From an optimization exercise on the open Yosys and OpenROAD flow, aimed at small area; shortcuts taken in it are not production practice. Only simulation tests tie the RTL to the original design; equivalence was not proved. No activity file was given, so power comes from the tool's default toggle rates.

`design/flow/config.mk`:
```
export PLATFORM = sky130hd
export DESIGN_NAME = ip_tile_daniel_garcia
export DESIGN_NICKNAME = ip_tile_daniel_garcia
export VERILOG_FILES = /design/flow/design.v
export SDC_FILE = /design/flow/constraint.sdc
export NUM_CORES = 4
export LEC_CHECK = 0
export CAP_MARGIN = 20
export CORE_MARGIN = 2
export CORE_UTILIZATION = 40
export SLEW_MARGIN = 20
```
`design/flow/constraint.sdc`:
```
create_clock -name core_clock -period 5.0 [get_ports {clk}]
set_input_delay 1.0000 -clock core_clock [delete_from_list [all_inputs] [get_ports {clk}]]
set_output_delay 1.0000 -clock core_clock [all_outputs]
set_load 0.01 [all_outputs]
```
`design/flow/design.v`:
```
module ip_tile_daniel_garcia #(
parameter REG_WIDTH = 32,
parameter CSR_IN_WIDTH = 16,
parameter CSR_OUT_WIDTH = 16)
(
input wire clk,
input wire arst_n,
input wire [CSR_IN_WIDTH-1:0] csr_in,
input wire  [REG_WIDTH - 1:0] data_reg_a,
input wire  [REG_WIDTH - 1:0] data_reg_b,
output wire [REG_WIDTH - 1:0] data_reg_c,
output wire [CSR_OUT_WIDTH-1:0] csr_out,
output wire csr_in_re,
output wire csr_out_we
);
  assign csr_out = csr_in;
  assign csr_in_re = 1'b0;
  assign csr_out_we = 1'b0;
  wire en = csr_in[15];
  wire op = csr_in[4];
  wire        sa = data_reg_a[31];
  wire        sb = data_reg_b[31];
  wire [7:0]  ea = data_reg_a[30:23];
  wire [7:0]  eb = data_reg_b[30:23];
  wire [22:0] fa = data_reg_a[22:0];
  wire [22:0] fb = data_reg_b[22:0];
  wire a_ff = &ea, b_ff = &eb;
  wire a_00 = ~|ea, b_00 = ~|eb;
  wire a_nz = |fa, b_nz = |fb;
  wire a_nan = a_ff & a_nz, b_nan = b_ff & b_nz;
  wire a_inf = a_ff & ~a_nz, b_inf = b_ff & ~b_nz;
  wire a_zero = a_00 & ~a_nz, b_zero = b_00 & ~b_nz;
  wire sbo    = sb ^ op;
  wire effsub = sa ^ sbo;
  wire mag_lt = data_reg_a[30:0] < data_reg_b[30:0];
  wire mag_eq = data_reg_a[30:0] == data_reg_b[30:0];
  wire naninf     = a_ff | b_ff;
  wire force_nan  = a_nan | b_nan | (a_inf & b_inf & effsub);
  wire force_zero = ~naninf & mag_eq & (effsub | a_zero);
  wire kill       = naninf | a_zero | b_zero | (mag_eq & effsub);
  wire [8:0] dab = {1'b0, ea} - {1'b0, eb};
  wire [8:0] dba = {1'b0, eb} - {1'b0, ea};
  wire [7:0] ad  = mag_lt ? dba[7:0] : dab[7:0];
  wire        s0_s   = force_nan ? 1'b0 : force_zero ? (sa & sb) : (mag_lt ? sbo : sa);
  wire [7:0]  s0_e   = force_nan ? 8'hFF : force_zero ? 8'h00 : (mag_lt ? eb : ea);
  wire [22:0] s0_lf  = force_nan ? 23'h400000 : force_zero ? 23'h0 : (mag_lt ? fb : fa);
  wire [22:0] s0_sf  = mag_lt ? fa : fb;
  wire [4:0]  s0_sh  = (kill | (|ad[7:5])) ? 5'd31 : ad[4:0];
  reg         r1_s, r1_sub;
  reg  [7:0]  r1_e;
  reg  [22:0] r1_lf, r1_sf;
  reg  [4:0]  r1_sh;
  always @(posedge clk) begin
    r1_s   <= s0_s;
    r1_e   <= s0_e;
    r1_lf  <= s0_lf;
    r1_sf  <= s0_sf;
    r1_sh  <= s0_sh;
    r1_sub <= effsub;
  end
  wire [26:0] lm = {1'b1, r1_lf, 3'b000};
  wire [26:0] sm = {1'b1, r1_sf, 3'b000} >> r1_sh;
  wire [27:0] sum = {1'b0, lm} + {1'b0, sm ^ {27{r1_sub}}} + {27'd0, r1_sub};
  reg         r2_s, r2_c;
  reg  [7:0]  r2_e;
  reg  [26:0] r2_r;
  always @(posedge clk) begin
    r2_s <= r1_s;
    r2_e <= r1_e;
    r2_c <= sum[27] & ~r1_sub;
    r2_r <= sum[26:0];
  end
  wire [26:0] rm    = r2_c ? {1'b1, r2_r[26:1]} : r2_r;
  wire        fbit  = rm[26];
  wire [22:0] mant1 = rm[25:3];
  wire        rnd   = rm[2] & (rm[1] | rm[0] | mant1[0]);
  wire [22:0] mant  = mant1 + {22'd0, rnd};
  reg         r3_s, r3_c;
  reg  [7:0]  r3_e;
  reg  [23:0] r3_m;
  always @(posedge clk) begin
    r3_s <= r2_s;
    r3_e <= r2_e;
    r3_c <= r2_c;
    r3_m <= {fbit, mant};
  end
  wire [23:0] n0 = r3_m;
  wire z4 = ~|n0[23:8];
  wire [23:0] n1 = z4 ? {n0[7:0], 16'd0} : n0;
  wire z3 = ~|n1[23:16];
  wire [23:0] n2 = z3 ? {n1[15:0], 8'd0} : n1;
  wire z2 = ~|n2[23:20];
  wire [23:0] n3 = z2 ? {n2[19:0], 4'd0} : n2;
  wire z1 = ~|n3[23:22];
  wire [23:0] n4 = z1 ? {n3[21:0], 2'd0} : n3;
  wire z0 = ~n4[23];
  wire [23:0] n5 = z0 ? {n4[22:0], 1'd0} : n4;
  wire nz = n5[23];
  wire [4:0] z = {z4, z3, z2, z1, z0} & {5{nz}};
  wire [7:0] ex = r3_e + (r3_c ? 8'd0 : ~{3'd0, z}) + 8'd1;
  reg  [31:0] r4;
  always @(posedge clk)
    r4 <= {r3_s, ex, n5[22:0]};
  reg  [31:0] r5;
  always @(posedge clk)
    r5 <= r4;
  reg  [4:0]  en_r;
  reg  [31:0] c_r;
  always @(posedge clk or negedge arst_n)
    if (!arst_n)
      en_r <= 5'd0;
    else
      en_r <= {en_r[3:0], en};
  always @(posedge clk or negedge arst_n)
    if (!arst_n)
      c_r <= 32'd0;
    else if (en_r[4])
      c_r <= r5;
  assign data_reg_c = c_r;
endmodule
```
`design/flow/run.sh`:
```
#!/bin/bash
# synth_recipe.tcl (not shown) runs the flow's synth.tcl, then flattens the netlist and writes it again
# the make line also repeats each setting of config.mk as NAME=value (left out here)
make -C /OpenROAD-flow-scripts/flow DESIGN_CONFIG=/design/flow/config.mk WORK_HOME=/design/flow/orfs CLKGATE_MAP_FILE= SYNTH_SCRIPT=/design/flow/synth_recipe.tcl finish
```
==> out/qor.tcl <==
set qor(nNetsFinal) 1679
set qor(highest_layer) {met4}
set qor(gp_routability_congestion) 0.9148
set qor(setup_violations) 0
set qor(timing.critical_path.required_ns) 5.42
set qor(worstPathBufferInverterCount) 2
set qor(ys_dominant_reg_cell) {dfxtp_1}
set qor(post_synth_inst_count) 1458
set qor(routed-wl-met3_um) 1250
set qor(final_clock_skew_ns) 0.009261
set qor(detail_route.first_pass.iterations) 6
set qor(setup.worst_path.start_class) {register}
set qor(setup.worst_path.end_class) {register}
set qor(synth_seq_area_share_pct) 36.96
set qor(hold_buffer_count_at_cts) 0
set qor(floorplan.initialDensity_pct) 40.43
set qor(slew_headroom_pct) 42.87
set qor(h-tree-depth) 1
set qor(max_slew.worst_pin.slew_ns) 0.8480
set qor(dr_wl_met2_um) 14960
set qor(cap_viol_max_count) 0
set qor(timing.critical_path.slowest_stage_cell) {dfxtp_1}
set qor(post_synth_instance_area_um2) 13120
set qor(post_cts.resized_instances) 0
set qor(timing.final.hold_violations) 0
set qor(detail_route.wirelength_um) 31220
set qor(path_class) {register to register}
set qor(detail_route.wirelength.met1_um) 13950
set qor(timing.setup.tns_ns) 0
set qor(achievable-frequency_mhz) 219.0
set qor(first_global_vias) 10000
set qor(drt_first_iter_violations) 560
set qor(unique_cell_type_count_in_the_yosys_netlist) 77
set qor(flow.area_growth_from_synthesis_pct) 16.86
set qor(timing.critical_path.arrival_ns) 4.99
set qor(grt_remaining_overflow) 0
set qor(detailed_placement_hpwl_um) 24620
set qor(leakagePower_nw) 6.619
set qor(coreArea_um2) 32450
set qor(ys_warn_count) 1
set qor(initial_antenna_violation_count) 0
set qor(row_count) 66
set qor(detail_route.vias_per_cell) 5.240
set qor(die_outline_height_um) 185.1
set qor(total_cts_buffers) 25
set qor(worst_ir_drop_vdd_mv) 0.2653
set qor(final.period_utilization_pct) 91.34
set qor(power.density_cell_area_nw_per_um2) 515.4
set qor(post_cts.repair.setup_buffers) 0
set qor(final.hold.worst_slack_ns) 0.3250
set qor(remaining_drc_errors) 0
set qor(postSynth.asyncResetShare_pct) 15.88
set qor(all_layer_gr_usage_pct) 18.32
set qor(die_width_um) 185.1
set qor(synth_area_per_cell_um2) 9.000
set qor(port_buffers) 101
set qor(synth_seq_cells) 233
set qor(hold_path_class) {register to register}
set qor(clock_path_buffers) 3
set qor(grt_pass1_wl_um) 50810
set qor(route.detailed.wl_per_inst_um) 15.74
set qor(n_antenna_cell) 0
set qor(io_pins) 132
set qor(synth_enable_flop_cells) 0
set qor(antenna_violating_nets_post_route) 0
set qor(worstSkewPairLatency_ns) 0.54
set qor(grt_setup_unrepaired) {false}
set qor(cts.reportedPaths.clkPinSlew_ns) 0.06
set qor(grt_start_max_net_pins) 55
set qor(finalWorstPathRequiredPeriod_ns) 4.567
set qor(run_status) {finished clean}
set qor(post-synth-top-area-cell) {dfxtp_1}
set qor(die-area_um2) 34270
set qor(fraction_of_layout_cells_with_a_size_suffix_above_1_pct) 11.75
set qor(via_count) 10390
set qor(cpLargestDelayFamily) {compound AO/OA/AOI/OAI gates}
set qor(synth.top_cells.by_area) {dfxtp_1, dfrtp_1, mux2_2}
set qor(critPathMaxFanout) 20
set qor(synth_largest_type_area_fraction_pct) 29.90
set qor(cts_tree) {built}
set qor(maxSlewViolCount) 0
set qor(clock_sinks) 233
set qor(fillers) 3131
set qor(crit_chain) {buf_12 -> mux2_2 -> nor2_1 -> a21oi_1 -> nand2_1 -> o21ai_0 -> nand2_1 -> o21ai_0 -> xor2_1 -> ha_1 -> and3_1 -> a31oi_1 -> nand2_1 -> a211oi_1 -> buf_4 -> o311a_1 -> o21ai_0 -> a2111oi_0 -> nor2_1 -> xor2_1}
set qor(critPathMaxStageDelay_ns) 0.73
set qor(root_buffer) {clkbuf_16}
[worst paths after layout]
check / start / endpoint / slack, ns / depth (start not counted)
max reg2reg: r1_sh[0]$_SDFF_PP1_ / r2_r[20]$_DFF_P_ / 0.43 / 20
min reg2reg: r2_e[4]$_DFF_P_ / r3_e[4]$_DFF_P_ / 0.32 / 0
max: r1_sh[0]$_SDFF_PP1_ / r2_r[20]$_DFF_P_ / 0.43 / 20
min: r2_e[4]$_DFF_P_ / r3_e[4]$_DFF_P_ / 0.32 / 0
min in group asynchronous: arst_n / c_r[22]$_DFFE_PN0P_ / 0.57 / 1
max in group asynchronous: arst_n / c_r[12]$_DFFE_PN0P_ / 3.88 / 1
[area by class of cell]
| type | count | area (µm²) | area share, % |
|---|---|---|---|
| clock buffer | 33 | 695.7 | 4.537 |
| tap | 442 | 553.0 | 3.606 |
| sequential | 233 | 4851 | 31.63 |
| timing repair buffer | 132 | 1264 | 8.241 |
| clock inverter | 12 | 146.4 | 0.9546 |
| multi-input combinational | 1066 | 7581 | 49.44 |
| inverter | 65 | 244.0 | 1.591 |
[power by group]
group	switching [W]	internal, W	total [W]
combinational	0.00144	0.00146	0.00290
clock	0.000772	0.00110	0.00187
sequential	0.000550	0.00259	0.00314
total	0.00276	0.00514	0.00790
[cells in the mapped netlist (all sizes together), types with 14 or more instances]
cell / instances
dfxtp: 196
o21a: 14
nor4: 25
xor2: 53
mux2i: 67
ha: 71
and2: 14
clkbuf: 51
a21oi: 108
mux2: 80
inv: 64
nor2: 133
nand3: 41
o21ai: 64
nand2: 115
a21o: 48
dfrtp: 37
and3: 14
buf: 44
nand4: 15
xnor2: 44
[logic make-up (layout without fill, tap and decap cells)]
group / Yosys count / count (layout) / synth area share, %
XOR/XNOR: 97 / 97 / 6.474
AO/OA/AOI/OAI: 331 / 331 / 16.17
buffers and inverters: 160 / 242 / 5.397
adder cells (fa/ha/maj): 74 / 74 / 7.227
AND/OR/NAND/NOR: 409 / 409 / 14.68
other: 1 / 2 / 0.02858
multiplexers: 153 / 153 / 13.06
flip-flops: 233 / 233 / 36.96
[layout by cell type, fill, tap and decap left out, types with 48 or more instances in the layout]
| master | Yosys | layout |
|---|---|---|
| dfxtp_1 | 196 | 195 |
| nor2_1 | 132 | 132 |
| nand2_1 | 115 | 115 |
| a21oi_1 | 107 | 107 |
| clkdlybuf4s50_1 | 0 | 100 |
| mux2_2 | 79 | 79 |
| ha_1 | 71 | 71 |
| mux2i_1 | 67 | 67 |
| inv_1 | 63 | 63 |
| o21ai_0 | 61 | 61 |
| xor2_1 | 53 | 53 |
| a21o_1 | 48 | 48 |
[flip-flops by register name, indices dropped and copies added (netlist names)]
| name | flops |
|---|---|
| c_r | 32 |
| r4 | 32 |
| r5 | 32 |
| r2_r | 27 |
| r3_m | 24 |
| r1_lf | 23 |
| r1_sf | 23 |
| r1_e | 8 |
| r2_e | 8 |
| r3_e | 8 |
| en_r | 5 |
| r1_sh | 5 |
| r1_s | 1 |
| r1_sub | 1 |
| r2_c | 1 |
| r2_s | 1 |
| r3_c | 1 |
| r3_s | 1 |
[layer usage]
| layer | global-route usage [%] | vias to the layer above |
|---|---|---|
| li1 | - | 5275 |
| met1 | 23.17 | 4785 |
| met2 | 32.07 | 258 |
| met3 | 2.143 | 72 |
| met4 | 6.603 | 0 |
| met5 | 0 | - |
[stage by stage]
step	utilization [%]	area (µm²)	setup WS, ns	total power (W)	std cells
detailed placement	44.66	14490	0.3027	0.006093	1938
CTS	47.25	15330	0.4786	0.007989	1983
global placement	44.66	14490	0.3355	0.006036	1938
floorplan	-	13130	0.6546	0.005152	1459
global route	47.25	15330	0.1152	0.008474	1983
finish	47.25	15330	0.4328	0.007904	1983

==> separate check: timing with driven ports <==
The results above use ideal ports. As a check the final layout listed here was re-extracted and re-timed, cells and wires unchanged. Step 1, drivers: a clkbuf_16 drives clk and a buf_2 each remaining input, both assumed. Step 2 times the ports against the registers' clock, not the clock port: input delays grow and output delays shrink by t, the midpoint of the rising clock arrivals with the driver on. a / b / c = ideal ports / drivers / drivers and shift; a / b = the first two.
t, ns: 0.591
slack for setup (ns): 0.433 / 0.433 / 0.235
hold WS [ns]: 0.325 / 0.325 / 0.325
worst slew at a driven data input, ns: 0.07
After both steps this run still meets setup and hold. The setup slack of this run moves by 0.000 ns with the drivers and by -0.198 ns with both steps.
